This design comes from an exercise in tuning for small area on the open sky130 flow, not from production work.
Function was checked by simulation only, so behaviour that the tests miss may differ from the original.
No activity file was given, so power comes from the tool's default toggle rates.

## flow/design.v (module list and top-level ports; edited modules follow where they fit)
// module gf1: 2211 lines
module gf1
	(
	input MCLK,
	input CLK,  
	input IOW,
	input IOR,
	input CS1,  
	input CS2,  
	input DACK1,  
	input DACK2,  
	input RESET,
	output WAIT,
	output DRQ1,
	output DRQ2,
	output IRQ1,
	output IRQ2,
	output IRQ3,
	input DMA_TC,
	input [15:0] DATA_i,
	output [15:0] DATA_o,
	input IO16,
	input [3:0] ADDRESS,
	output BUSA_LOW,
	output BUSA_HIGH,
	input [7:0] DRAM_DATA_i,
	output [7:0] DRAM_DATA_o,
	output reg DRAM_WE,
	output reg DRAM_RAS,
	output [8:0] DRAM_ADDR,
	output DRAM_CAS0,
	output DRAM_CAS1,
	output DRAM_CAS2,
	output DRAM_CAS3,
	output DAC_DATA,
	output reg DAC_CLK,
	output reg DAC_LR,
	output reg DAC_LR2
	);
  // ...
==> flow/run.sh <==
#!/bin/bash
# synth_recipe.tcl (not shown) runs the flow's synth.tcl, then flattens the netlist and writes it again
# the make line also repeats each setting of config.mk as NAME=value (left out here)
make -C /OpenROAD-flow-scripts/flow DESIGN_CONFIG=/design/flow/config.mk WORK_HOME=/design/flow/orfs CLKGATE_MAP_FILE= SYNTH_SCRIPT=/design/flow/synth_recipe.tcl finish
==> flow/config.mk <==
export PLATFORM = sky130hd
export DESIGN_NAME = gf1
export DESIGN_NICKNAME = gf1
export VERILOG_FILES = /design/flow/design.v
export SDC_FILE = /design/flow/constraint.sdc
export NUM_CORES = 8
export LEC_CHECK = 0
export CAP_MARGIN = 20
export CORE_MARGIN = 2
export CORE_UTILIZATION = 45
export SLEW_MARGIN = 20
export SYNTH_MEMORY_MAX_BITS = 16384
==> flow/constraint.sdc <==
create_clock -name core_clock -period 15.0 [get_ports {MCLK}]
set_input_delay 3.0000 -clock core_clock [delete_from_list [all_inputs] [get_ports {MCLK}]]
set_output_delay 3.0000 -clock core_clock [all_outputs]
set_load 0.01 [all_outputs]
==> report_table.html, run 1 <==
<table>
<tr><th>Metric</th><th>Value</th></tr>
<tr><th colspan="2">Detailed routing</th></tr>
<tr><td>Met3 routed WL</td><td>65.2 mm</td></tr>
<tr><td>DRC violation count after routing</td><td>0</td></tr>
<tr><td>Vias per Instance</td><td>between 5 and 6</td></tr>
<tr><th colspan="2">Power and ir drop</th></tr>
<tr><td>Power per Cell Area</td><td>approximately 150 mW/mm^2</td></tr>
<tr><td>Power in the clock group</td><td>about 0.016 W</td></tr>
<tr><th colspan="2">Finish</th></tr>
<tr><td>Multi-input gate share of the layout cell area</td><td>0.302</td></tr>
<tr><td>Multi-input logic cell count</td><td>~9,800</td></tr>
<tr><td>Area share of buffers outside the clock network</td><td>0.0162</td></tr>
<tr><td>Count of nets after finishing</td><td>around 18,000</td></tr>
<tr><th colspan="2">Die</th></tr>
<tr><td>Area inside the core boundary</td><td>between 0.4 and 0.5 sq mm</td></tr>
<tr><td>Starting Density</td><td>0.451</td></tr>
<tr><td>Number of tap cells added at floorplan</td><td>6,500</td></tr>
<tr><th colspan="2">Hold path</th></tr>
<tr><td>Worst hold path class</td><td>reg2reg</td></tr>
<tr><td>Cells on Worst Hold Path</td><td>0</td></tr>
<tr><th colspan="2">Placement</th></tr>
<tr><td>HPWL Detailed</td><td>roughly 440 mm</td></tr>
<tr><td>Post-place instance area</td><td>0.230 sq mm</td></tr>
<tr><th colspan="2">Synthesis</th></tr>
<tr><td>Number of instances in the synthesized netlist</td><td>between 15,000 and 20,000</td></tr>
<tr><td>Synth Register Bits</td><td>6,380</td></tr>
<tr><td>Main combinational cell family by area after synthesis</td><td>multiplexers</td></tr>
<tr><td>Fraction of the mapped netlist area in compound gates</td><td>0.0896</td></tr>
<tr><td>Warnings, synthesis</td><td>between 40 and 50</td></tr>
<tr><th colspan="2">Global route</th></tr>
<tr><td>Antenna violations before repair</td><td>56</td></tr>
<tr><td>Vias in the first global route</td><td>around 140k</td></tr>
<tr><td>Maximum number of pins on one net before global-route repair</td><td>roughly 160</td></tr>
<tr><th colspan="2">Clocking</th></tr>
<tr><td>Total setup buffers inserted after CTS</td><td>0</td></tr>
<tr><th colspan="2">Worst setup path</th></tr>
<tr><td>Data arrival time of the critical path</td><td>just over 6 ns</td></tr>
<tr><td>Last element of the critical path</td><td>WAIT</td></tr>
<tr><th colspan="2">Timing</th></tr>
<tr><td>Worst rel slew slack</td><td>0.112</td></tr>
<tr><td>Final hold violation count</td><td>0</td></tr>
<tr><th colspan="2">Run status</th></tr>
<tr><td>Run status</td><td>complete, no violations</td></tr>
</table>
==> inputs of run 2 (changes only) <==
--- a/flow/design.v
+++ b/flow/design.v
@@ -33,16 +33,17 @@
 	output DRAM_CAS3,
 	output DAC_DATA,
 	output reg DAC_CLK,
 	output reg DAC_LR,
 	output reg DAC_LR2
 	);
 	reg clk_sel[0:16];
 	reg clk1, clk2, clk3, clk4;
+	reg clk1_q, clk4_q;
 	reg chan_sel_i;
 	reg [5:0] chan_cnt[0:1];
 	reg chan_cnt_res_l;
 	reg chan_c0_l;
 	reg [4:0] chan_latch1[0:3];
 	reg [4:0] chan_latch2;
 	reg [4:0] chan_active_cnt;
 	reg [4:0] chan_active_cnt_l;
@@ -56,37 +57,64 @@
 	reg clk4_chc0n;
 	reg voice_ram_update_pipeline;
 	reg voice_ram_update;
 	reg [4:0] chan_sel;
 	reg [15:0] glob_data_bus;
 	wire chan_c0 = chan_cnt[1][0];
 	wire chan_active_match = chan_cmp_l == chan_active_cnt_l;
 	wire chan_irq_match = chan_cmp_l2 == chan_irq_l;
-	reg [1:0] vr_rot;
+	reg [2:0] vr_rot;
 	reg [147:0] ram_output_latch;
 	reg vr_ones;             
 	reg [4:0] vr_raddr;      
-	reg [4:0] vr_waddr;      
-	reg vr_pend;             
 	reg vr_host;             
 	reg [1:0] cl147, clW, cl41, clR, clU;
+	reg [4:0] vr_waddr;
 	reg [1:0] pc147, pcW, pc41, pcR, pcU;
 	reg vr_phost;
-	reg [4735:0] vr_ring;    
-	reg [4:0] vr_ca;
+	reg [4:0] vr_psel;
+	reg [15:0] vr_pbus;
+	reg [5:0] vr_pnew;
+	reg vr_win;              
+	reg vr_pend;             
+	reg vr_rdy;
 	reg vr_slot;
 	reg vr_commit;
 	integer vr_i;
-	wire [1:0] vr_rpos = vr_raddr[1:0] + vr_rot;
-	wire [147:0] vr_ring_rd = vr_ring[{vr_raddr[4:2], vr_rpos} * 148 +: 148];
+	reg [4735:0] vr_ring;    
+	reg [31:0] vr_oh;        
+	reg [4:0] vr_raddr_n;
+	reg [147:0] vr_ring_rd;
+	integer vr_j;
+	always @*
+	begin
+		vr_ring_rd = 148'h0;
+		for (vr_j = 0; vr_j < 32; vr_j = vr_j + 1)
+			vr_ring_rd = vr_ring_rd | (vr_ring[vr_j*148 +: 148] & {148{vr_oh[vr_j]}});
+	end
 	wire [147:0] vr_we;
 	wire [147:0] vr_wd;
-	wire vr_byp = vr_pend & (vr_waddr == vr_raddr);
+	wire vr_byp = (vr_pend | vr_win) & (vr_waddr == vr_raddr);
 	wire [147:0] ram_right_bus = vr_ones ? {148{1'b1}} : vr_byp ? ((vr_ring_rd & ~vr_we) | (vr_wd & vr_we)) : vr_ring_rd;
+	wire pv_reg_0 = vr_psel[4:0] == 5'h0;
+	wire pv_reg_1 = vr_psel[4:0] == 5'h1;
+	wire pv_reg_2 = vr_psel[4:0] == 5'h2;
+	wire pv_reg_3 = vr_psel[4:0] == 5'h3;
+	wire pv_reg_4 = vr_psel[4:0] == 5'h4;
+	wire pv_reg_5 = vr_psel[4:0] == 5'h5;
+	wire pv_reg_6 = vr_psel[4:0] == 5'h6;
+	wire pv_reg_7 = vr_psel[4:0] == 5'h7;
+	wire pv_reg_8 = vr_psel[4:0] == 5'h8;
+	wire pv_reg_9 = vr_psel[4:0] == 5'h9;
+	wire pv_reg_A = vr_psel[4:0] == 5'ha;
+	wire pv_reg_B = vr_psel[4:0] == 5'hb;
+	wire pv_reg_C = vr_psel[4:0] == 5'hc;
+	wire pv_reg_D = vr_psel[4:0] == 5'hd;
+	wire pv_reg_E = vr_psel[3:0] == 4'he;
 	wire [7:0] wave_params = ram_output_latch[147:140];
 	reg [5:0] wave_params_l1[0:2];
 	reg [2:0] wave_params_l2[0:2];
 	reg wave_roll[0:2];
 	reg wave_end_reach;
 	wire wave_end_cond = wave_end_reach & (wave_params_l1[2][1] | ~wave_roll[2]);
 	wire wave_irq_pend_next = wave_params_l1[2][3] & (wave_params_l1[2][5] | wave_end_reach);
 	wire wave_status_next = wave_params_l1[2][0] | (~wave_params_l1[2][0] & (wave_end_cond & ~wave_params_l1[2][1]));
@@ -106,18 +134,18 @@
 	reg [28:0] wave_inc2;
 	reg wave_sel1;  
 	reg wave_sel2;  
 	reg wave_sel3;  
 	wire [28:0] wave_add1 = (wave_sel2 ? wave_inc2 : (wave_sel1 ? wave_mux_lo : wave_mux_hi)) ^ {29{wave_sel3}};
 	wire [28:0] wave_add2 = wave_sel1 ? wave_mux_hi : wave_mux_lo;
 	wire [29:0] wave_sum = { 1'h0, wave_add1 } + { 1'h0, wave_add2 } + { 29'h0, wave_sel3 };
 	reg [28:0] wave_sum_mem;
-	reg [28:0] wave_next_l[0:5];
-	reg [28:0] wave_addr_l[0:2];
+	reg [28:0] wave_next_l[0:3];
+	reg [28:0] wave_addr_l[1:2];
 	reg wave_irq_set;
 	reg wave_irq_set_l;
 	reg wave_irq_clear;
 	reg wave_irq_clear_l1;
 	reg wave_irq_clear_l2;
 	reg wave_irq_clear_l3;
 	reg wave_irq_clear_l4;
 	reg wave_irq_clear_l5;
@@ -247,18 +275,17 @@
 	reg [11:0] ramp_mux_hi;
 	reg ramp_sel1;
 	reg ramp_sel2;
 	reg ramp_sel3;
 	wire [11:0] ramp_add1 = (ramp_sel2 ? 12'h0 : (ramp_sel1 ? ramp_mux_lo : ramp_mux_hi)) ^ {12{ramp_sel3}};
 	wire [11:0] ramp_add2 = ramp_sel1 ? ramp_mux_hi : ramp_mux_lo;
 	wire [12:0] ramp_sum = { 1'h0, ramp_add1 } + { 1'h0, ramp_add2 } + { 12'h0, ramp_sel3 };
 	reg [11:0] ramp_sum_mem;
-	reg [11:0] ramp_next_l[0:5];
-	reg [11:0] ramp_addr_l[0:2];
+	reg [11:0] ramp_next_l[0:3];
 	reg [8:0] ramp_cnt[0:1];
 	reg [4:0] ramp_ch_l;
 	reg w368;
 	reg ramp_irq_set;
 	reg ramp_irq_set_l;
 	reg ramp_irq_clear;
 	reg ramp_irq_clear_l1;
 	reg ramp_irq_clear_l2;
@@ -684,16 +711,18 @@
 			clk_sel[10] = 0;
 			clk_sel[11] = 0;
 			clk_sel[12] = 0;
 			clk_sel[13] = 0;
 			clk_sel[14] = 0;
 			clk_sel[15] = 0;
 			clk_sel[16] = 0;
 		end
+		clk1_q = clk1;
+		clk4_q = clk4;
 		if (clk_sel[13])
 			clk1 = 1;
 		else if (clk_sel[1])
 			clk1 = 0;
 		if (clk_sel[1])
 			clk2 = 1;
 		else if (clk_sel[5])
 			clk2 = 0;
@@ -1079,43 +1108,48 @@
 		if (w1863) clW <= 2'd1;
 		if (w1982) clR <= 2'd1;
 		if (w1800 | w1801) clU <= 2'd2;
 		if (w1801) begin cl147 <= 2'd2; clW <= 2'd2; end
 		if (w1944) begin cl41 <= 2'd2; clR <= 2'd2; end
 		if (clk_sel[8] | clk_sel[16]) begin cl147 <= 2'd0; clW <= 2'd0; cl41 <= 2'd0; clR <= 2'd0; clU <= 2'd0; end
 		if (w100) vr_host <= 1'b1;
 		else if (w134) vr_host <= 1'b0;
+		vr_raddr_n = voice_ram_read ? chan_sel : vr_raddr;
+		vr_oh <= 32'd1 << {vr_raddr_n[4:3], vr_raddr_n[2:0] + vr_rot + 3'd1};
 		if (voice_ram_read)
 		begin
 			vr_ones <= 1'b0;
 			vr_raddr <= chan_sel;
 		end
 		else if ((clk_sel[4] & ~clk1) | clk_sel[12])
 			vr_ones <= 1'b1;
-		vr_ca = vr_waddr;
-		vr_slot = (vr_ca[1:0] + vr_rot) == 2'd3;
-		vr_commit = vr_pend & ~voice_ram_update & vr_slot;
-		vr_rot <= vr_rot + 2'd1;
-		if (voice_ram_update)
+		vr_rdy = vr_pend | (vr_win & ~voice_ram_update);
+		vr_slot = (vr_waddr[2:0] + vr_rot) == 3'd7;
+		vr_commit = vr_rdy & vr_slot;
+		vr_rot <= vr_rot + 3'd1;
+		vr_win <= voice_ram_update;
+		vr_pend <= vr_rdy & ~vr_commit;
+		if (voice_ram_update & (~vr_rdy | vr_commit))
 		begin
 			vr_waddr <= ram_addr_l;
 			pc147 <= cl147; pcW <= clW; pc41 <= cl41; pcR <= clR; pcU <= clU;
 			vr_phost <= vr_host;
-		end
-		vr_pend <= voice_ram_update | (vr_pend & ~vr_commit);
-		for (vr_i = 0; vr_i < 8; vr_i = vr_i + 1)
-		begin
-			vr_ring[(vr_i*4+1)*148 +: 148] <= vr_ring[(vr_i*4+0)*148 +: 148];
-			vr_ring[(vr_i*4+2)*148 +: 148] <= vr_ring[(vr_i*4+1)*148 +: 148];
-			vr_ring[(vr_i*4+3)*148 +: 148] <= vr_ring[(vr_i*4+2)*148 +: 148];
-			if (vr_commit & (vr_ca[4:2] == vr_i))
-				vr_ring[(vr_i*4)*148 +: 148] <= (vr_ring[(vr_i*4+3)*148 +: 148] & ~vr_we) | (vr_wd & vr_we);
+			vr_psel <= voice_reg_sel[4:0];
+			vr_pbus <= glob_data_bus;
+			vr_pnew <= { wave_params_l2[2][2] & ~wave_irq_clear_l5, wave_params_l2[2][1], wave_params_l2[2][0],
+				ramp_params_l2[2][2] & ~ramp_irq_clear_l5, ramp_params_l2[2][1], ramp_params_l2[2][0] };
+		end
+		for (vr_i = 0; vr_i < 4; vr_i = vr_i + 1)
+		begin
+			vr_ring[(vr_i*8+1)*148 +: 148*7] <= vr_ring[(vr_i*8+0)*148 +: 148*7];
+			if (vr_commit & (vr_waddr[4:3] == vr_i))
+				vr_ring[(vr_i*8)*148 +: 148] <= (vr_ring[(vr_i*8+7)*148 +: 148] & ~vr_we) | (vr_wd & vr_we);
 			else
-				vr_ring[(vr_i*4)*148 +: 148] <= vr_ring[(vr_i*4+3)*148 +: 148];
+				vr_ring[(vr_i*8)*148 +: 148] <= vr_ring[(vr_i*8+7)*148 +: 148];
 		end
 		if (clk3)
 		begin
 			wave_params_l1[0] <= { wave_params[7], wave_params[6], wave_params[5], wave_params[4], wave_params[3], wave_params[0] };
 			wave_roll[0] <= ramp_params[2];
 		end
 		if (clk1)
 		begin
@@ -1221,35 +1255,27 @@
 		end
 		if (clk2)
 			wave_of_check_l <= chan_c0;
 		if (wave_of_check_l & clk3)
 			wave_end_reach <= ~wave_sum[29];
 		if (clk1 | clk3)
 			wave_sum_mem <= wave_sum[28:0];
 		if (clk1)
-		begin
 			wave_next_l[0] <= wave_sum[28:0];
-			wave_next_l[2] <= wave_next_l[1];
-			wave_next_l[4] <= wave_next_l[3];
-		end
-		if (clk3)
+		if (clk1 & ~clk1_q)
 		begin
 			wave_next_l[1] <= wave_next_l[0];
+			wave_next_l[2] <= wave_next_l[1];
 			wave_next_l[3] <= wave_next_l[2];
-			if (~chan_c0_l)
-				wave_next_l[5] <= wave_next_l[4];
 		end
 		if (clk3)
-		begin
-			wave_addr_l[0] <= wave_sum[28:0];
 			wave_addr_l[2] <= wave_addr_l[1];
-		end
-		if (clk1 & chan_c0)
-			wave_addr_l[1] <= wave_addr_l[0];
+		if (clk4 & ~clk4_q & chan_c0)
+			wave_addr_l[1] <= wave_sum[28:0];
 		else if (clk2 & ~chan_c0)
 			wave_addr_l[1] <= wave_cur;
 		if (clk3)
 		begin
 			ramp_params_l1[0] <= { ramp_params[7], ramp_params[6], ramp_params[5], ramp_params[4], ramp_params[3], ramp_params[0] };
 		end
 		if (clk1)
 		begin
@@ -1351,37 +1377,23 @@
 		end
 		if (clk2)
 			ramp_of_check_l <= chan_c0;
 		if (ramp_of_check_l & clk3)
 			ramp_end_reach <= ~ramp_sum[12];
 		if (clk1 | clk3)
 			ramp_sum_mem <= ramp_sum[11:0];
 		if (clk1)
-		begin
 			ramp_next_l[0] <= ramp_sum[11:0];
-			ramp_next_l[2] <= ramp_next_l[1];
-			ramp_next_l[4] <= ramp_next_l[3];
-		end
-		if (clk3)
+		if (clk1 & ~clk1_q)
 		begin
 			ramp_next_l[1] <= ramp_next_l[0];
+			ramp_next_l[2] <= ramp_next_l[1];
 			ramp_next_l[3] <= ramp_next_l[2];
-			if (~chan_c0_l)
-				ramp_next_l[5] <= ramp_next_l[4];
-		end
-		if (clk3)
-		begin
-			ramp_addr_l[0] <= ramp_sum[11:0];
-			ramp_addr_l[2] <= ramp_addr_l[1];
 		end
-		if (clk1 & chan_c0)
-			ramp_addr_l[1] <= ramp_addr_l[0];
-		else if (clk2 & ~chan_c0)
-			ramp_addr_l[1] <= ramp_cur;
 		if (reset_reg)
 		begin
 			ramp_cnt[0] <= 9'h0;
 			ramp_cnt[1] <= 9'h0;
 		end
 		else if (~chan_cnt_res)
 			ramp_cnt[0] <= ramp_cnt[1] + 9'h1;
 		else
@@ -2180,32 +2192,32 @@
 			DAC_LR <= 1'h1;
 		if (~dac_enable | (w2020 & ~w2003))
 			DAC_LR <= 1'h0;
 		if ((w2020 | w2021) & ~w2003)
 			DAC_LR2 <= 1'h1;
 		if (~dac_enable | ((w2055 | w2040) & ~w2003))
 			DAC_LR2 <= 1'h0;
 	end
-	wire [147:0] vr_hd = {~glob_data_bus[15], ~glob_data_bus[14], ~glob_data_bus[13], ~glob_data_bus[12], ~glob_data_bus[11], ~glob_data_bus[10], ~glob_data_bus[9], ~glob_data_bus[8], ~glob_data_bus[12], ~glob_data_bus[12], ~glob_data_bus[12], ~glob_data_bus[11], ~glob_data_bus[11], ~glob_data_bus[11], ~glob_data_bus[10], ~glob_data_bus[10], ~glob_data_bus[10], ~glob_data_bus[9], ~glob_data_bus[9], ~glob_data_bus[9], ~glob_data_bus[8], ~glob_data_bus[8], ~glob_data_bus[8], ~glob_data_bus[7], ~glob_data_bus[7], ~glob_data_bus[7], ~glob_data_bus[6], ~glob_data_bus[6], ~glob_data_bus[6], ~glob_data_bus[5], ~glob_data_bus[5], ~glob_data_bus[5], ~glob_data_bus[4], ~glob_data_bus[4], ~glob_data_bus[4], ~glob_data_bus[3], ~glob_data_bus[3], ~glob_data_bus[3], ~glob_data_bus[2], ~glob_data_bus[2], ~glob_data_bus[2], ~glob_data_bus[1], ~glob_data_bus[1], ~glob_data_bus[1], ~glob_data_bus[0], ~glob_data_bus[0], ~glob_data_bus[0], ~glob_data_bus[15], ~glob_data_bus[15], ~glob_data_bus[15], ~glob_data_bus[14], ~glob_data_bus[14], ~glob_data_bus[14], ~glob_data_bus[15], ~glob_data_bus[13], ~glob_data_bus[13], ~glob_data_bus[13], ~glob_data_bus[14], ~glob_data_bus[12], ~glob_data_bus[12], ~glob_data_bus[12], ~glob_data_bus[13], ~glob_data_bus[11], ~glob_data_bus[11], ~glob_data_bus[11], ~glob_data_bus[12], ~glob_data_bus[10], ~glob_data_bus[10], ~glob_data_bus[10], ~glob_data_bus[11], ~glob_data_bus[9], ~glob_data_bus[9], ~glob_data_bus[9], ~glob_data_bus[10], ~glob_data_bus[8], ~glob_data_bus[8], ~glob_data_bus[8], ~glob_data_bus[9], ~glob_data_bus[7], ~glob_data_bus[7], ~glob_data_bus[7], ~glob_data_bus[8], ~glob_data_bus[6], ~glob_data_bus[6], ~glob_data_bus[6], ~glob_data_bus[7], ~glob_data_bus[5], ~glob_data_bus[5], ~glob_data_bus[5], ~glob_data_bus[6], ~glob_data_bus[4], ~glob_data_bus[5], ~glob_data_bus[3], ~glob_data_bus[4], ~glob_data_bus[2], ~glob_data_bus[3], ~glob_data_bus[1], ~glob_data_bus[2], ~glob_data_bus[0], ~glob_data_bus[1], ~glob_data_bus[11], ~glob_data_bus[10], ~glob_data_bus[9], ~glob_data_bus[8], ~glob_data_bus[15], ~glob_data_bus[14], ~glob_data_bus[15], ~glob_data_bus[14], ~glob_data_bus[13], ~glob_data_bus[12], ~glob_data_bus[11], ~glob_data_bus[10], ~glob_data_bus[9], ~glob_data_bus[8], ~glob_data_bus[15], ~glob_data_bus[15], ~glob_data_bus[15], ~glob_data_bus[14], ~glob_data_bus[14], ~glob_data_bus[14], ~glob_data_bus[13], ~glob_data_bus[13], ~glob_data_bus[13], ~glob_data_bus[12], ~glob_data_bus[12], ~glob_data_bus[12], ~glob_data_bus[11], ~glob_data_bus[11], ~glob_data_bus[11], ~glob_data_bus[10], ~glob_data_bus[10], ~glob_data_bus[10], ~glob_data_bus[9], ~glob_data_bus[9], ~glob_data_bus[9], ~glob_data_bus[13], ~glob_data_bus[8], ~glob_data_bus[8], ~glob_data_bus[8], ~glob_data_bus[12], ~glob_data_bus[7], ~glob_data_bus[11], ~glob_data_bus[6], ~glob_data_bus[10], ~glob_data_bus[5], ~glob_data_bus[9], ~glob_data_bus[4], ~glob_data_bus[8]};
-	wire [147:0] vr_hf = ~vr_phost | voice_reg_E ? 148'h0 :
-		voice_reg_0 ? 148'hff00000000000000000000000000000000000 :
-		voice_reg_1 ? 148'h0000000000000444444444555000000000000 :
-		voice_reg_2 ? 148'h0049249249240000000000000000000000000 :
-		voice_reg_3 ? 148'h0000000000009111111111000000000000000 :
-		voice_reg_4 ? 148'h0024924924920000000000000000000000000 :
-		voice_reg_5 ? 148'h0000000000004888888888800000000000000 :
-		voice_reg_6 ? 148'h00000000000000000000000000c0000001155 :
-		voice_reg_7 ? 148'h0000000000000000000000000000124924400 :
-		voice_reg_8 ? 148'h0000000000000000000000000000092492200 :
-		voice_reg_9 ? 148'h00000000000000000000000000002492488aa :
-		voice_reg_A ? 148'h0092492492480000000000000000000000000 :
-		voice_reg_B ? 148'h00000000000122222222222aa000000000000 :
-		voice_reg_C ? 148'h0000000000000000000000000f00000000000 :
-		voice_reg_D ? 148'h000000000000000000000000003fc00000000 :
+	wire [147:0] vr_hd = {~vr_pbus[15], ~vr_pbus[14], ~vr_pbus[13], ~vr_pbus[12], ~vr_pbus[11], ~vr_pbus[10], ~vr_pbus[9], ~vr_pbus[8], ~vr_pbus[12], ~vr_pbus[12], ~vr_pbus[12], ~vr_pbus[11], ~vr_pbus[11], ~vr_pbus[11], ~vr_pbus[10], ~vr_pbus[10], ~vr_pbus[10], ~vr_pbus[9], ~vr_pbus[9], ~vr_pbus[9], ~vr_pbus[8], ~vr_pbus[8], ~vr_pbus[8], ~vr_pbus[7], ~vr_pbus[7], ~vr_pbus[7], ~vr_pbus[6], ~vr_pbus[6], ~vr_pbus[6], ~vr_pbus[5], ~vr_pbus[5], ~vr_pbus[5], ~vr_pbus[4], ~vr_pbus[4], ~vr_pbus[4], ~vr_pbus[3], ~vr_pbus[3], ~vr_pbus[3], ~vr_pbus[2], ~vr_pbus[2], ~vr_pbus[2], ~vr_pbus[1], ~vr_pbus[1], ~vr_pbus[1], ~vr_pbus[0], ~vr_pbus[0], ~vr_pbus[0], ~vr_pbus[15], ~vr_pbus[15], ~vr_pbus[15], ~vr_pbus[14], ~vr_pbus[14], ~vr_pbus[14], ~vr_pbus[15], ~vr_pbus[13], ~vr_pbus[13], ~vr_pbus[13], ~vr_pbus[14], ~vr_pbus[12], ~vr_pbus[12], ~vr_pbus[12], ~vr_pbus[13], ~vr_pbus[11], ~vr_pbus[11], ~vr_pbus[11], ~vr_pbus[12], ~vr_pbus[10], ~vr_pbus[10], ~vr_pbus[10], ~vr_pbus[11], ~vr_pbus[9], ~vr_pbus[9], ~vr_pbus[9], ~vr_pbus[10], ~vr_pbus[8], ~vr_pbus[8], ~vr_pbus[8], ~vr_pbus[9], ~vr_pbus[7], ~vr_pbus[7], ~vr_pbus[7], ~vr_pbus[8], ~vr_pbus[6], ~vr_pbus[6], ~vr_pbus[6], ~vr_pbus[7], ~vr_pbus[5], ~vr_pbus[5], ~vr_pbus[5], ~vr_pbus[6], ~vr_pbus[4], ~vr_pbus[5], ~vr_pbus[3], ~vr_pbus[4], ~vr_pbus[2], ~vr_pbus[3], ~vr_pbus[1], ~vr_pbus[2], ~vr_pbus[0], ~vr_pbus[1], ~vr_pbus[11], ~vr_pbus[10], ~vr_pbus[9], ~vr_pbus[8], ~vr_pbus[15], ~vr_pbus[14], ~vr_pbus[15], ~vr_pbus[14], ~vr_pbus[13], ~vr_pbus[12], ~vr_pbus[11], ~vr_pbus[10], ~vr_pbus[9], ~vr_pbus[8], ~vr_pbus[15], ~vr_pbus[15], ~vr_pbus[15], ~vr_pbus[14], ~vr_pbus[14], ~vr_pbus[14], ~vr_pbus[13], ~vr_pbus[13], ~vr_pbus[13], ~vr_pbus[12], ~vr_pbus[12], ~vr_pbus[12], ~vr_pbus[11], ~vr_pbus[11], ~vr_pbus[11], ~vr_pbus[10], ~vr_pbus[10], ~vr_pbus[10], ~vr_pbus[9], ~vr_pbus[9], ~vr_pbus[9], ~vr_pbus[13], ~vr_pbus[8], ~vr_pbus[8], ~vr_pbus[8], ~vr_pbus[12], ~vr_pbus[7], ~vr_pbus[11], ~vr_pbus[6], ~vr_pbus[10], ~vr_pbus[5], ~vr_pbus[9], ~vr_pbus[4], ~vr_pbus[8]};
+	wire [147:0] vr_hf = ~vr_phost | pv_reg_E ? 148'h0 :
+		pv_reg_0 ? 148'hff00000000000000000000000000000000000 :
+		pv_reg_1 ? 148'h0000000000000444444444555000000000000 :
+		pv_reg_2 ? 148'h0049249249240000000000000000000000000 :
+		pv_reg_3 ? 148'h0000000000009111111111000000000000000 :
+		pv_reg_4 ? 148'h0024924924920000000000000000000000000 :
+		pv_reg_5 ? 148'h0000000000004888888888800000000000000 :
+		pv_reg_6 ? 148'h00000000000000000000000000c0000001155 :
+		pv_reg_7 ? 148'h0000000000000000000000000000124924400 :
+		pv_reg_8 ? 148'h0000000000000000000000000000092492200 :
+		pv_reg_9 ? 148'h00000000000000000000000000002492488aa :
+		pv_reg_A ? 148'h0092492492480000000000000000000000000 :
+		pv_reg_B ? 148'h00000000000122222222222aa000000000000 :
+		pv_reg_C ? 148'h0000000000000000000000000f00000000000 :
+		pv_reg_D ? 148'h000000000000000000000000003fc00000000 :
 		148'h0;
-	wire [147:0] vr_nd = {wave_params_l2[2][2] & ~wave_irq_clear_l5, wave_params_l2[2][1], 1'b0, 1'b0, 1'b0, 1'b0, 1'b0, wave_params_l2[2][0], wave_next_l[5][28], 1'b0, 1'b0, wave_next_l[5][27], 1'b0, 1'b0, wave_next_l[5][26], 1'b0, 1'b0, wave_next_l[5][25], 1'b0, 1'b0, wave_next_l[5][24], 1'b0, 1'b0, wave_next_l[5][23], 1'b0, 1'b0, wave_next_l[5][22], 1'b0, 1'b0, wave_next_l[5][21], 1'b0, 1'b0, wave_next_l[5][20], 1'b0, 1'b0, wave_next_l[5][19], 1'b0, 1'b0, wave_next_l[5][18], 1'b0, 1'b0, wave_next_l[5][17], 1'b0, 1'b0, wave_next_l[5][16], 1'b0, 1'b0, wave_next_l[5][15], 1'b0, 1'b0, wave_next_l[5][14], 1'b0, 1'b0, 1'b0, wave_next_l[5][13], 1'b0, 1'b0, 1'b0, wave_next_l[5][12], 1'b0, 1'b0, 1'b0, wave_next_l[5][11], 1'b0, 1'b0, 1'b0, wave_next_l[5][10], 1'b0, 1'b0, 1'b0, wave_next_l[5][9], 1'b0, 1'b0, 1'b0, wave_next_l[5][8], 1'b0, 1'b0, 1'b0, wave_next_l[5][7], 1'b0, 1'b0, 1'b0, wave_next_l[5][6], 1'b0, 1'b0, 1'b0, wave_next_l[5][5], 1'b0, 1'b0, 1'b0, wave_next_l[5][4], 1'b0, wave_next_l[5][3], 1'b0, wave_next_l[5][2], 1'b0, wave_next_l[5][1], 1'b0, wave_next_l[5][0], 1'b0, 1'b0, 1'b0, 1'b0, 1'b0, 1'b0, 1'b0, ramp_params_l2[2][2] & ~ramp_irq_clear_l5, ramp_params_l2[2][1], 1'b0, 1'b0, 1'b0, 1'b0, 1'b0, ramp_params_l2[2][0], ramp_next_l[5][11], 1'b0, 1'b0, ramp_next_l[5][10], 1'b0, 1'b0, ramp_next_l[5][9], 1'b0, 1'b0, ramp_next_l[5][8], 1'b0, 1'b0, ramp_next_l[5][7], 1'b0, 1'b0, ramp_next_l[5][6], 1'b0, 1'b0, ramp_next_l[5][5], 1'b0, 1'b0, 1'b0, ramp_next_l[5][4], 1'b0, 1'b0, 1'b0, ramp_next_l[5][3], 1'b0, ramp_next_l[5][2], 1'b0, ramp_next_l[5][1], 1'b0, ramp_next_l[5][0], 1'b0};
+	wire [147:0] vr_nd = {vr_pnew[5], vr_pnew[4], 1'b0, 1'b0, 1'b0, 1'b0, 1'b0, vr_pnew[3], wave_next_l[3][28], 1'b0, 1'b0, wave_next_l[3][27], 1'b0, 1'b0, wave_next_l[3][26], 1'b0, 1'b0, wave_next_l[3][25], 1'b0, 1'b0, wave_next_l[3][24], 1'b0, 1'b0, wave_next_l[3][23], 1'b0, 1'b0, wave_next_l[3][22], 1'b0, 1'b0, wave_next_l[3][21], 1'b0, 1'b0, wave_next_l[3][20], 1'b0, 1'b0, wave_next_l[3][19], 1'b0, 1'b0, wave_next_l[3][18], 1'b0, 1'b0, wave_next_l[3][17], 1'b0, 1'b0, wave_next_l[3][16], 1'b0, 1'b0, wave_next_l[3][15], 1'b0, 1'b0, wave_next_l[3][14], 1'b0, 1'b0, 1'b0, wave_next_l[3][13], 1'b0, 1'b0, 1'b0, wave_next_l[3][12], 1'b0, 1'b0, 1'b0, wave_next_l[3][11], 1'b0, 1'b0, 1'b0, wave_next_l[3][10], 1'b0, 1'b0, 1'b0, wave_next_l[3][9], 1'b0, 1'b0, 1'b0, wave_next_l[3][8], 1'b0, 1'b0, 1'b0, wave_next_l[3][7], 1'b0, 1'b0, 1'b0, wave_next_l[3][6], 1'b0, 1'b0, 1'b0, wave_next_l[3][5], 1'b0, 1'b0, 1'b0, wave_next_l[3][4], 1'b0, wave_next_l[3][3], 1'b0, wave_next_l[3][2], 1'b0, wave_next_l[3][1], 1'b0, wave_next_l[3][0], 1'b0, 1'b0, 1'b0, 1'b0, 1'b0, 1'b0, 1'b0, vr_pnew[2], vr_pnew[1], 1'b0, 1'b0, 1'b0, 1'b0, 1'b0, vr_pnew[0], ramp_next_l[3][11], 1'b0, 1'b0, ramp_next_l[3][10], 1'b0, 1'b0, ramp_next_l[3][9], 1'b0, 1'b0, ramp_next_l[3][8], 1'b0, 1'b0, ramp_next_l[3][7], 1'b0, 1'b0, ramp_next_l[3][6], 1'b0, 1'b0, ramp_next_l[3][5], 1'b0, 1'b0, 1'b0, ramp_next_l[3][4], 1'b0, 1'b0, 1'b0, ramp_next_l[3][3], 1'b0, ramp_next_l[3][2], 1'b0, ramp_next_l[3][1], 1'b0, ramp_next_l[3][0], 1'b0};
 	wire [147:0] vr_mz = (pc147 == 2'd0 ? 148'h8000000000000000000000000000000000000 : 148'h0) | (pcW == 2'd0 ? 148'h41924924924922222222222aa000000000000 : 148'h0) | (pc41 == 2'd0 ? 148'h0000000000000000000000000020000000000 : 148'h0) | (pcR == 2'd0 ? 148'h00000000000000000000000000106492488aa : 148'h0) | (pcU == 2'd0 ? 148'h3e6db6db6db6ddddddddddd55fcf9b6db7755 : 148'h0);
 	wire [147:0] vr_mn = (pc147 == 2'd1 ? 148'h8000000000000000000000000000000000000 : 148'h0) | (pcW == 2'd1 ? 148'h41924924924922222222222aa000000000000 : 148'h0) | (pc41 == 2'd1 ? 148'h0000000000000000000000000020000000000 : 148'h0) | (pcR == 2'd1 ? 148'h00000000000000000000000000106492488aa : 148'h0) | (pcU == 2'd1 ? 148'h3e6db6db6db6ddddddddddd55fcf9b6db7755 : 148'h0);
 	wire [147:0] vr_mo = (pc147 == 2'd2 ? 148'h8000000000000000000000000000000000000 : 148'h0) | (pcW == 2'd2 ? 148'h41924924924922222222222aa000000000000 : 148'h0) | (pc41 == 2'd2 ? 148'h0000000000000000000000000020000000000 : 148'h0) | (pcR == 2'd2 ? 148'h00000000000000000000000000106492488aa : 148'h0) | (pcU == 2'd2 ? 148'h3e6db6db6db6ddddddddddd55fcf9b6db7755 : 148'h0);
 	assign vr_we = vr_mz | vr_mn | (vr_mo & vr_hf);
 	assign vr_wd = (vr_mn & vr_nd) | (vr_mo & vr_hf & vr_hd);
 endmodule
==> flow/config.mk (replaced) <==
export PLATFORM = sky130hd
export DESIGN_NAME = gf1
export DESIGN_NICKNAME = gf1
export VERILOG_FILES = /design/flow/design.v
export SDC_FILE = /design/flow/constraint.sdc
export NUM_CORES = 8
export LEC_CHECK = 0
export CAP_MARGIN = 20
export CORE_MARGIN = 2
export CORE_UTILIZATION = 45
export CTS_CLUSTER_DIAMETER = 100
export CTS_CLUSTER_SIZE = 24
export SLEW_MARGIN = 20
export SYNTH_MEMORY_MAX_BITS = 16384
==> run 2 against run 1 <==
Effect of this change:
- setup slack worse by 0.43 ns
- maximum frequency down 4.4%
- synthesized cell count down 7.9%
- routed wire length up 1.9%
- final area down 13%
- die area down 8.7%
- sequential power about the same
- clock-buffer cell count down 542
- via count down 4.9%
- total power down 19%
- critical path type unchanged
- critical endpoint unchanged
- largest power group unchanged
==> report_table.html, run 2 <==
<table>
<tr><th>Metric</th><th>Value</th></tr>
<tr><th colspan="2">Run status</th></tr>
<tr><td>Run status</td><td>complete, no violations</td></tr>
<tr><th colspan="2">Timing</th></tr>
<tr><td>Transition at the pin with the smallest max-transition slack</td><td>1.28 ns</td></tr>
<tr><td>Worst rel slew slack</td><td>0.138 (+0.0256)</td></tr>
<tr><td>Min Tclk post-route</td><td>roughly 9.6 ns</td></tr>
<tr><td>Setup TNS</td><td>0 ns</td></tr>
<tr><td>Fmax</td><td>between 0.1 and 0.15 GHz</td></tr>
<tr><td>Final worst path period share</td><td>0.643</td></tr>
<tr><td>Fin. max-slew vios</td><td>0</td></tr>
<tr><td>Setup repair after global routing missed its margin</td><td>no</td></tr>
<tr><td>Final setup violation count</td><td>0</td></tr>
<tr><td>Final hold violation count</td><td>0 (unchanged)</td></tr>
<tr><td>Worst clock skew</td><td>0.0705 ns</td></tr>
<tr><th colspan="2">Synthesis</th></tr>
<tr><td>Top area cells in the synthesized netlist</td><td>dfxtp_1 (51%), edfxtp_1 (18%), a22oi_1 (5.6%)</td></tr>
<tr><td>Synth Area per Inst</td><td>approximately 13 sq um</td></tr>
<tr><td>Main combinational cell family by area after synthesis</td><td>compound AO/OA/AOI/OAI gates</td></tr>
<tr><td>Library cell with the highest instance count after synthesis</td><td>dfxtp_1</td></tr>
<tr><td>Share of synthesized cell area in and, or, nand and nor gates</td><td>0.0720</td></tr>
<tr><td>Leading area contributor after synthesis</td><td>dfxtp_1</td></tr>
<tr><td>Main synth FF type</td><td>dfxtp_1</td></tr>
<tr><td>Fraction of the mapped netlist area in compound gates</td><td>0.165 (+0.0749)</td></tr>
<tr><td>Warnings, synthesis</td><td>41 (-2.4%)</td></tr>
<tr><td>Number of distinct library cells after synthesis</td><td>about 110</td></tr>
<tr><td>Top cells by count, synth</td><td>dfxtp_1 (5,124), a22oi_1 (1,506), nand2_1 (1,252), edfxtp_1 (1,215), a22o_1 (678)</td></tr>
<tr><td>Mapped cell area</td><td>0.203 sq mm</td></tr>
<tr><td>Synth Area in XOR/XNOR</td><td>0.00977</td></tr>
<tr><td>Number of enable flip-flop cells after synthesis</td><td>approximately 1,200</td></tr>
<tr><td>Multiplexer fraction of the synthesized cell area</td><td>0.0221</td></tr>
<tr><td>Post-synthesis sequential area ratio</td><td>0.686</td></tr>
<tr><td>Number of instances in the synthesized netlist</td><td>16,147 (-7.9%)</td></tr>
<tr><td>Async S/R FF share, synth</td><td>0</td></tr>
<tr><td>Yosys top cell area share</td><td>0.506</td></tr>
<tr><td>Synth Register Bits</td><td>6,339 (-0.64%)</td></tr>
<tr><td>Post-Synth Adder-Cell Area</td><td>0.0218</td></tr>
<tr><th colspan="2">Placement</th></tr>
<tr><td>HPWL Detailed</td><td>430 mm (-3.3%)</td></tr>
<tr><td>Final weighted congestion of routability-driven global placement</td><td>between 0.9 and 1</td></tr>
<tr><td>Number of buffers inserted by port buffering</td><td>87</td></tr>
<tr><td>Placed Cells</td><td>between 20,000 and 25,000</td></tr>
<tr><th colspan="2">Die</th></tr>
<tr><td>Starting Density</td><td>0.452 (+0.000680)</td></tr>
<tr><td>Die outline height</td><td>slightly below 700 um</td></tr>
<tr><td>Area inside the core boundary</td><td>0.449 sq mm (-8.9%)</td></tr>
<tr><td>Cell Rows</td><td>about 250</td></tr>
<tr><td>Top-Level Pins</td><td>90</td></tr>
<tr><td>Die span in x</td><td>675 um</td></tr>
<tr><td>Die area</td><td>0.456 sq mm</td></tr>
<tr><th colspan="2">Clocking</th></tr>
<tr><td>CTS resizes</td><td>0</td></tr>
<tr><td>Hold-fix buffers at CTS</td><td>0</td></tr>
<tr><td>Clock edge transition at the registers on the reported setup and hold paths</td><td>0.10 ns</td></tr>
<tr><td>CTS sink cnt</td><td>between 6,000 and 7,000</td></tr>
<tr><td>Number of buffers between clock root and the deepest sink</td><td>4</td></tr>
<tr><td>Clock tree root buffer cell</td><td>clkbuf_16</td></tr>
<tr><td>Clock latency reported for the late side of the worst-skew pair</td><td>approximately 1.1 ns</td></tr>
<tr><td>Total setup buffers inserted after CTS</td><td>0 (unchanged)</td></tr>
<tr><td>CTS H-tree depth</td><td>5</td></tr>
<tr><td>Clock buffer count from CTS</td><td>around 310</td></tr>
<tr><td>CTS tree</td><td>done</td></tr>
<tr><th colspan="2">Power and ir drop</th></tr>
<tr><td>Largest vdd supply drop</td><td>99.1 uV</td></tr>
<tr><td>Leakage</td><td>just under 80 nW</td></tr>
<tr><td>Power per Cell Area</td><td>136 mW/mm^2 (-7.0%)</td></tr>
<tr><th colspan="2">Global route</th></tr>
<tr><td>Antenna violations before repair</td><td>41 (-27%)</td></tr>
<tr><td>Maximum number of pins on one net before global-route repair</td><td>80 (-49%)</td></tr>
<tr><td>Vias in the first global route</td><td>131,499 (-5.7%)</td></tr>
<tr><td>GRT Overall Usage</td><td>0.296</td></tr>
<tr><td>Remaining global-route overflow</td><td>0</td></tr>
<tr><td>First-pass GRT wire length</td><td>979 mm</td></tr>
<tr><th colspan="2">Worst setup path</th></tr>
<tr><td>Data arrival time of the critical path</td><td>6.65 ns (+0.43 ns)</td></tr>
<tr><td>Nature of the critical path startpoint</td><td>input pin</td></tr>
<tr><td>Setup crit start</td><td>ADDRESS[2]</td></tr>
<tr><td>Top fanout value on the critical path</td><td>12</td></tr>
<tr><td>R2R Path Start</td><td>mul_val_b[1]</td></tr>
<tr><td>Setup crit end kind</td><td>output pin</td></tr>
<tr><td>Startpoint-to-endpoint class of the critical path</td><td>in2out</td></tr>
<tr><td>Required time of the critical path</td><td>about 12 ns</td></tr>
<tr><th colspan="2">Detailed routing</th></tr>
<tr><td>Number of vias after detailed routing</td><td>roughly 140k</td></tr>
<tr><td>Vias per Instance</td><td>6.27 (+6.6%)</td></tr>
<tr><td>Antenna viol nets, final</td><td>0</td></tr>
<tr><td>Router iterations before antenna repair</td><td>8</td></tr>
<tr><td>Routed wire length</td><td>around 700 mm</td></tr>
<tr><td>Violation count after the first detailed-route iteration</td><td>18,453</td></tr>
<tr><td>DRC violation count after routing</td><td>0 (unchanged)</td></tr>
<tr><td>DR WL/cell</td><td>31.8 um</td></tr>
<tr><th colspan="2">Run</th></tr>
<tr><td>Total of max-cap violations</td><td>0</td></tr>
<tr><th colspan="2">Finish</th></tr>
<tr><td>Most common cell after layout, fill and taps aside</td><td>dfxtp_1</td></tr>
<tr><td>Relative area change from synthesis to final layout</td><td>8.10%</td></tr>
<tr><td>Largest register by flop count</td><td>vr_ring</td></tr>
<tr><td>Largest regs</td><td>vr_ring: 4736 flops, ram_output_latch: 148 flops, wave_next_l: 116 flops</td></tr>
<tr><td>Share of final-layout standard cells stronger than drive strength 1</td><td>0.0648</td></tr>
<tr><td>Commonest cells after routing, fill and taps aside</td><td>dfxtp_1 (5,090), a22oi_1 (1,506), nand2_1 (1,243), edfxtp_1 (1,215), a22o_1 (678)</td></tr>
<tr><td>Finished Layout Cells</td><td>roughly 22,000</td></tr>
<tr><td>Number of fill cells</td><td>39,393</td></tr>
<tr><td>Count of nets after finishing</td><td>16,219 (-9.4%)</td></tr>
<tr><td>Flip-flop count of the largest register after layout</td><td>4,736</td></tr>
<tr><th colspan="2">Hold path</th></tr>
<tr><td>Hold Path Origin</td><td>vr_ring[4581]</td></tr>
<tr><td>Worst hold path class</td><td>reg2reg</td></tr>
</table>
==> run 2: changes by cell type after synthesis, moves of 156 or more <==
cell	previous run	this run
a22o_1	484	678
mux4_2	995	7
a22oi_1	28	1506
a221oi_1	29	449
nand2_1	2748	1252
o21ai_0	1114	662
nand3_1	507	208
nand4_1	111	426
buf_1	101	257
mux2i_1	495	233
==> run 2: routing by layer <==
layer	track usage	routed length (um)
met1	0.410	288000
met2	0.458	308000
met3	0.0536	70100
met4	0.121	32700
met5	0	97
==> run 2: final timing paths <==
| check | end | cells past startpoint | slack, ns |
|---|---|---|---|
| setup / recovery | WAIT | 8 | 5.35 |
| hold / removal | vr_ring[4729] | 0 | 0.32 |
| setup reg to reg | mul_result[24] | 20 | 8.59 |
| hold reg to reg | vr_ring[4729] | 0 | 0.32 |
==> run 2: critical path: stages <==
cell             delay (ns)
clkdlybuf4s50_1        0.73
nor2b_1                0.38
and2_1                 0.29
nand2_1                0.12
a21oi_1                0.37
nor2b_1                0.73
a221o_1                0.42
clkdlybuf4s50_1        0.59
==> run 2: kinds of logic after synthesis <==
group | Yosys count
adder cells (fa/ha/maj) | 278
AO/OA/AOI/OAI | 4545
buffers and inverters | 1243
XOR/XNOR | 226
multiplexers | 416
flip-flops | 6339
AND/OR/NAND/NOR | 3099
other | 1
==> run 2: area by class of cell <==
cell class	count	area, sq um	area share
Antenna cell	19	47.5	0.000217
Clock buffer	387	8090	0.0369
Clock inverter	32	479	0.00219
Inverter	264	1010	0.00459
Multi-Input combinational cell	8566	59100	0.270
Sequential cell	6339	139000	0.635
Tap cell	5952	7450	0.0340
Timing Repair Buffer	424	3790	0.0173
==> run 2: power by group <==
| group | switching (W) | internal (W) | total (W) |
|---|---|---|---|
| combinational | 0.00170 | 0.000886 | 0.00258 |
| clock | 0.00546 | 0.00388 | 0.00934 |
| sequential | 0.000253 | 0.0176 | 0.0179 |
==> run 2: metrics by stage <==
| step | instance area, sq um | setup slack [ns] | total power [W] | util | hold slack [ns] |
|---|---|---|---|---|---|
| after CTS | 219000 | 5.37 | 0.0298 | 0.488 | 0.324 |
| after detailed placement | 210000 | 5.36 | 0.0208 | 0.469 | 0.336 |
| after floorplan | 203000 | 2.53 | 0.0197 | - | 0.331 |
| after global placement | 210000 | 5.42 | 0.0208 | 0.469 | 0.332 |
| after global routing | 219000 | 5.14 | 0.0306 | 0.488 | 0.323 |
| final | 219000 | 5.35 | 0.0298 | 0.488 | 0.324 |
==> inputs of run 3 (changes only) <==
==> flow/flow/run.sh (new file) <==
#!/bin/bash
# Own layout flow: the standard synthesis, its combinational logic re-mapped
# for area (registers untouched), then the standard layout with its own
# clock tree settings. Each tool's output goes to a log file here.
set -euo pipefail
HERE=$(pwd)
RES=$HERE/orfs/results/$FLOW_PLATFORM/gf1/base
LIB=$FLOW_HOME/platforms/$FLOW_PLATFORM/lib/sky130_fd_sc_hd__tt_025C_1v80.lib
CFG=$FLOW_HOME/platforms/$FLOW_PLATFORM/config.mk

# 1. standard synthesis
bash standard.sh "$RES/1_2_yosys.v" > "$HERE/log_1_synth.txt" 2>&1
cp "$RES/1_2_yosys.v" "$HERE/synth_standard.v"

# 2. re-map the combinational logic
SEQ=$(grep -oE 'sky130_fd_sc_hd__[a-z0-9_]+' "$RES/1_2_yosys.v" | sort -u | grep -E '__(e|s|se)?df|__dl' | tr '\n' ' ')
DU=$(sed -n '/DONT_USE_CELLS += /,/^#/p' "$CFG" | grep -oE 'sky130_fd_sc_hd__[a-z0-9_]+' | sed 's/^/-dont_use /' | tr '\n' ' ')
sed -e "s#{LIB}#$LIB#g" -e "s#{NETLIST}#$RES/1_2_yosys.v#g" -e "s#{TOP}#$FLOW_TOP#g" \
    -e "s#{SEQ}#$SEQ#g" -e "s#{DONTUSE}#$DU#g" -e "s#{ABCSCRIPT}#$HERE/flow/area.abc#g" \
    flow/remap.ys > "$HERE/remap_run.ys"
yosys -l "$HERE/log_2_remap.txt" -q "$HERE/remap_run.ys" > /dev/null 2>&1

# 3. the rest of the standard layout, with the clock tree settings below
CTS="-sink_clustering_enable -repair_clock_nets -dont_use_dummy_load -sink_clustering_size ${CTS_SIZE:-24} -sink_clustering_max_diameter ${CTS_DIAM:-100}"
bash standard.sh "CTS_ARGS=$CTS" finish > "$HERE/log_3_layout.txt" 2>&1
==> flow/flow/area.abc (new file) <==
&get -n
&st
&dc2
&dch -f
&nf -R 1000
&st
&dc2
&dch -f
&nf -R 1000
&put
==> flow/flow/remap.ys (new file) <==
# Re-maps the combinational logic of the standard synthesis netlist for area.
# The flip-flops (dfxtp/edfxtp and any other sequential cell) are kept as they are.
read_liberty -ignore_miss_func {LIB}
read_verilog {NETLIST}
hierarchy -top {TOP}
blackbox {SEQ}
flatten
opt_clean
abc -liberty {LIB} {DONTUSE} -script {ABCSCRIPT}
opt_clean -purge
hilomap -singleton -hicell sky130_fd_sc_hd__conb_1 HI -locell sky130_fd_sc_hd__conb_1 LO
insbuf -buf sky130_fd_sc_hd__buf_4 A X
splitnets
opt_clean -purge
stat -liberty {LIB}
write_verilog -noattr -noexpr -nohex -nodec {NETLIST}
==> flow/standard.sh (new file) <==
#!/bin/bash
# synth_recipe.tcl (not shown) runs the flow's synth.tcl, then flattens the netlist and writes it again
# the make line also repeats each setting of config.mk as NAME=value (left out here)
make -C /OpenROAD-flow-scripts/flow DESIGN_CONFIG=/design/flow/config.mk WORK_HOME=/design/flow/orfs CLKGATE_MAP_FILE= SYNTH_SCRIPT=/design/flow/synth_recipe.tcl "${@:-finish}"
--- a/flow/config.mk
+++ b/flow/config.mk
@@ -9,6 +9,4 @@
 export CORE_MARGIN = 2
 export CORE_UTILIZATION = 45
-export CTS_CLUSTER_DIAMETER = 100
-export CTS_CLUSTER_SIZE = 24
 export SLEW_MARGIN = 20
 export SYNTH_MEMORY_MAX_BITS = 16384
removed: flow/run.sh
==> run 3 against run 2 <==
Effect of this change:
- synthesized cell count down 9.1%
- global-route usage up 0.45 points
- sequential power about the same
- clock power down 5.1%
- die area down 5.2%
- hold slack worse by 0.057 ns
- routed wire length down 3.7%
- critical endpoint unchanged
==> report_table.html, run 3 <==
<table>
<tr><th>Metric</th><th>Value</th></tr>
<tr><th colspan="2">Run status</th></tr>
<tr><td>Run status</td><td>complete, no violations</td></tr>
<tr><th colspan="2">Finish</th></tr>
<tr><td>Share of final-layout standard cells stronger than drive strength 1</td><td>0.0520 (-0.0128)</td></tr>
<tr><td>Count of nets after finishing</td><td>15,474 (-4.6%)</td></tr>
<tr><td>Commonest cells after routing, fill and taps aside</td><td>dfxtp_1 (5,091), nand2_1 (1,642), edfxtp_1 (1,215), a222oi_1 (963), o21ai_0 (732)</td></tr>
<tr><td>Flip-flop count of the largest register after layout</td><td>4,736 (unchanged)</td></tr>
<tr><td>Largest regs</td><td>vr_ring: 4736 flops, ram_output_latch: 148 flops, wave_next_l: 116 flops</td></tr>
<tr><td>Most common cell after layout, fill and taps aside</td><td>dfxtp_1</td></tr>
<tr><td>Relative area change from synthesis to final layout</td><td>9.99%</td></tr>
<tr><td>Post-route cell area</td><td>0.211 sq mm (-3.6%)</td></tr>
<tr><td>Largest register by flop count</td><td>vr_ring</td></tr>
<tr><td>Finished Layout Cells</td><td>21,112 (-4.0%)</td></tr>
<tr><td>Utilization of the core after routing</td><td>0.498 (+0.00970)</td></tr>
<tr><th colspan="2">Synthesis</th></tr>
<tr><td>Warnings, synthesis</td><td>41 (unchanged)</td></tr>
<tr><td>Mapped cell area</td><td>0.192 sq mm (-5.2%)</td></tr>
<tr><td>Synth Area per Inst</td><td>13.1 sq um (+4.3%)</td></tr>
<tr><td>Number of instances in the synthesized netlist</td><td>14,675 (-9.1%)</td></tr>
<tr><th colspan="2">Clocking</th></tr>
<tr><td>CTS sink cnt</td><td>6,339 (unchanged)</td></tr>
<tr><td>CTS resizes</td><td>0 (unchanged)</td></tr>
<tr><td>CTS tree</td><td>done</td></tr>
<tr><td>Number of buffers between clock root and the deepest sink</td><td>4 (unchanged)</td></tr>
<tr><td>Clock tree root buffer cell</td><td>clkbuf_16</td></tr>
<tr><td>CTS H-tree depth</td><td>5 (unchanged)</td></tr>
<tr><td>Clock buffer count from CTS</td><td>305 (-0.65%)</td></tr>
<tr><td>Clock edge transition at the registers on the reported setup and hold paths</td><td>0.10 ns (about the same)</td></tr>
<tr><td>Hold-fix buffers at CTS</td><td>0 (unchanged)</td></tr>
<tr><td>Total setup buffers inserted after CTS</td><td>0 (unchanged)</td></tr>
<tr><td>Clock latency reported for the late side of the worst-skew pair</td><td>1.03 ns (-0.02 ns)</td></tr>
<tr><th colspan="2">Die</th></tr>
<tr><td>Cell Rows</td><td>239 (-2.8%)</td></tr>
<tr><td>Area inside the core boundary</td><td>0.424 sq mm (-5.4%)</td></tr>
<tr><td>Die outline height</td><td>657 um (-2.6%)</td></tr>
<tr><td>Die area</td><td>0.432 sq mm (-5.2%)</td></tr>
<tr><td>Die span in x</td><td>657 um (-2.6%)</td></tr>
<tr><td>Starting Density</td><td>0.453 (+0.00108)</td></tr>
<tr><td>Top-Level Pins</td><td>90 (unchanged)</td></tr>
<tr><th colspan="2">Placement</th></tr>
<tr><td>Number of buffers inserted by port buffering</td><td>87 (unchanged)</td></tr>
<tr><td>Placed Cells</td><td>20,788 (-3.5%)</td></tr>
<tr><td>Post-place instance area</td><td>0.204 sq mm (-3.3%)</td></tr>
<tr><td>HPWL Detailed</td><td>427 mm (-0.65%)</td></tr>
<tr><td>Final weighted congestion of routability-driven global placement</td><td>0.936 (-3.9%)</td></tr>
<tr><th colspan="2">Timing</th></tr>
<tr><td>Setup TNS</td><td>0 ns (unchanged)</td></tr>
<tr><td>Fin. max-slew vios</td><td>0 (unchanged)</td></tr>
<tr><td>Worst rel slew slack</td><td>0.0837 (-0.0544)</td></tr>
<tr><td>Setup repair after global routing missed its margin</td><td>no</td></tr>
<tr><td>Final worst path period share</td><td>0.647 (+0.00359)</td></tr>
<tr><td>Min Tclk post-route</td><td>9.70 ns (+0.0539 ns)</td></tr>
<tr><td>Final hold violation count</td><td>0 (unchanged)</td></tr>
<tr><td>Final setup violation count</td><td>0 (unchanged)</td></tr>
<tr><td>Transition at the pin with the smallest max-transition slack</td><td>1.37 ns (+0.0914 ns)</td></tr>
<tr><td>Worst clock skew</td><td>0.103 ns (+0.0329 ns)</td></tr>
<tr><td>Fmax</td><td>0.103 GHz (-0.56%)</td></tr>
<tr><th colspan="2">Global route</th></tr>
<tr><td>Remaining global-route overflow</td><td>0 (unchanged)</td></tr>
<tr><td>Antenna violations before repair</td><td>39 (-4.9%)</td></tr>
<tr><td>Vias in the first global route</td><td>127,336 (-3.2%)</td></tr>
<tr><td>First-pass GRT wire length</td><td>948 mm (-3.1%)</td></tr>
<tr><td>Maximum number of pins on one net before global-route repair</td><td>155 (+94%)</td></tr>
<tr><td>GRT Overall Usage</td><td>0.300 (+0.00448)</td></tr>
<tr><th colspan="2">Worst setup path</th></tr>
<tr><td>Setup crit start</td><td>ADDRESS[3]</td></tr>
<tr><td>Nature of the critical path startpoint</td><td>input pin</td></tr>
<tr><td>Top fanout value on the critical path</td><td>11 (-1)</td></tr>
<tr><td>Setup crit end kind</td><td>output pin</td></tr>
<tr><td>CP Cell Sequence</td><td>clkdlybuf4s50_1, nor2b_1, nand2_1, nor2_1, o21ai_0, nor2_1, a32oi_1, nand2_1, clkdlybuf4s50_1</td></tr>
<tr><td>Data arrival time of the critical path</td><td>6.70 ns (+0.05 ns)</td></tr>
<tr><td>Worst stage delay on the critical path</td><td>0.69 ns (-0.04 ns)</td></tr>
<tr><td>Number of buffer and inverter stages on the critical path</td><td>2 (unchanged)</td></tr>
<tr><td>Category of cells accounting for the largest share of critical-path delay</td><td>simple AND/OR/NAND/NOR gates</td></tr>
<tr><td>Startpoint-to-endpoint class of the critical path</td><td>in2out</td></tr>
<tr><td>R2R Path Start</td><td>wave_sel1</td></tr>
<tr><td>Required time of the critical path</td><td>12.00 ns (about the same)</td></tr>
<tr><td>Master of the slowest instance on the critical path</td><td>clkdlybuf4s50_1</td></tr>
<tr><th colspan="2">Power and ir drop</th></tr>
<tr><td>Largest vdd supply drop</td><td>113 uV (+14%)</td></tr>
<tr><td>Share of total power in the clock network</td><td>0.303 (-0.011)</td></tr>
<tr><td>Switching share of power</td><td>0.244 (-0.00459)</td></tr>
<tr><td>Power per Cell Area</td><td>138 mW/mm^2 (+1.7%)</td></tr>
<tr><td>Total Power</td><td>0.0292 W (-1.9%)</td></tr>
<tr><td>Combinational share of power</td><td>0.087 (about the same)</td></tr>
<tr><td>Net switching power</td><td>0.00714 W (-3.7%)</td></tr>
<tr><td>Sequential Power Share</td><td>0.610 (+0.010)</td></tr>
<tr><td>Leakage</td><td>75.4 nW (-4.9%)</td></tr>
<tr><td>Internal cell power</td><td>0.0221 W (-1.3%)</td></tr>
<tr><th colspan="2">Detailed routing</th></tr>
<tr><td>DR WL/cell</td><td>31.9 um (+0.31%)</td></tr>
<tr><td>Number of vias after detailed routing</td><td>132,765 (-3.6%)</td></tr>
<tr><td>Violation count after the first detailed-route iteration</td><td>20,472 (+11%)</td></tr>
<tr><td>Vias per Instance</td><td>6.29 (+0.36%)</td></tr>
<tr><td>Antenna viol nets, final</td><td>0 (unchanged)</td></tr>
<tr><td>Router iterations before antenna repair</td><td>15 (+7)</td></tr>
<tr><td>Routed wire length</td><td>673 mm (-3.7%)</td></tr>
<tr><td>DRC violation count after routing</td><td>0 (unchanged)</td></tr>
<tr><th colspan="2">Hold path</th></tr>
<tr><td>Worst hold path class</td><td>reg2reg</td></tr>
<tr><td>Hold Path Origin</td><td>vr_ring[2503]</td></tr>
<tr><th colspan="2">Run</th></tr>
<tr><td>Total of max-cap violations</td><td>0 (unchanged)</td></tr>
</table>
-- run 3: metrics by stage --
step                hold slack, ns  worst slack, ns
floorplan                    0.330             2.58
global placement             0.332             4.75
detailed placement           0.335             4.47
CTS                          0.272             5.36
global route                 0.283             4.75
finish                       0.267             5.30
-- run 3: layout make-up --
cell class / instances / area [sq um]
timing repair buffer: 470 / 4010
multi-input combinational: 8148 / 52700
sequential: 6339 / 139000
inverter: 171 / 649
tap: 5663 / 7090
antenna: 16 / 40.0
fill: 36946 / 213000
clock buffer: 305 / 7630
-- run 3: path summary, 6_finish.rpt --
path | slack (ns) | endpoint | cells after the start
setup reg to reg | 7.18 | wave_addr_l[1][28] | 28
setup / recovery | 5.30 | WAIT | 9
hold reg to reg | 0.27 | vr_ring[2651] | 0
hold / removal | 0.27 | vr_ring[2651] | 0
-- run 3: power by group through the flow --
| stage | sequential (W) | combinational [W] | clock [W] |
|---|---|---|---|
| floorplan | 0.0182 | 0.00152 | 0 |
| global placement | 0.0182 | 0.00248 | 0 |
| detailed placement | 0.0182 | 0.00248 | 0 |
| CTS | 0.0178 | 0.00251 | 0.00891 |
| global route | 0.0178 | 0.00273 | 0.00947 |
| finish | 0.0178 | 0.00254 | 0.00886 |
-- run 3: metal layers --
layer,share of wire,track usage
met1,0.40,0.411
met5,0.00016,0.000222
met2,0.44,0.462
met4,0.051,0.133
met3,0.11,0.0598

==> port drivers added, routing unchanged <==
Ports are ideal in the flow. The routed layouts listed here were re-timed in OpenROAD. Step 1 sets driving cells, clkbuf_16 on the clock port and buf_2 on the other inputs (assumed; they add their load-dependent delay and slew). Step 2 adds t to the input delays and takes it off the output delays; t is the mean of the earliest and latest rising clock arrival at the registers after step 1. Input paths then give back, and output paths get back, about the clock's delay inside the block. Three values: ideal, step 1, step 2; two values: the first two.
| run | t (ns) | setup WS [ns] | hold WS [ns] | clock arrival spread, ns | worst slew at a driven data input, ns |
|---|---|---|---|---|---|
| run 1 | 1.198 | 5.779 / 5.751 / 5.300 | 0.276 / 0.276 / 0.276 | 0.100 / 0.099 | 0.04 |
| run 2 | 1.113 | 5.353 / 5.307 / 5.307 | 0.324 / 0.324 / 0.324 | 0.076 / 0.076 | 0.06 |
| run 3 | 1.069 | 5.300 / 5.186 / 4.371 | 0.267 / 0.267 / 0.267 | 0.149 / 0.149 | 0.18 |
After both steps every run listed still meets setup and hold. For run 3, which loses most, drivers alone change the setup slack by -0.114 ns; drivers and shift together by -0.929 ns.
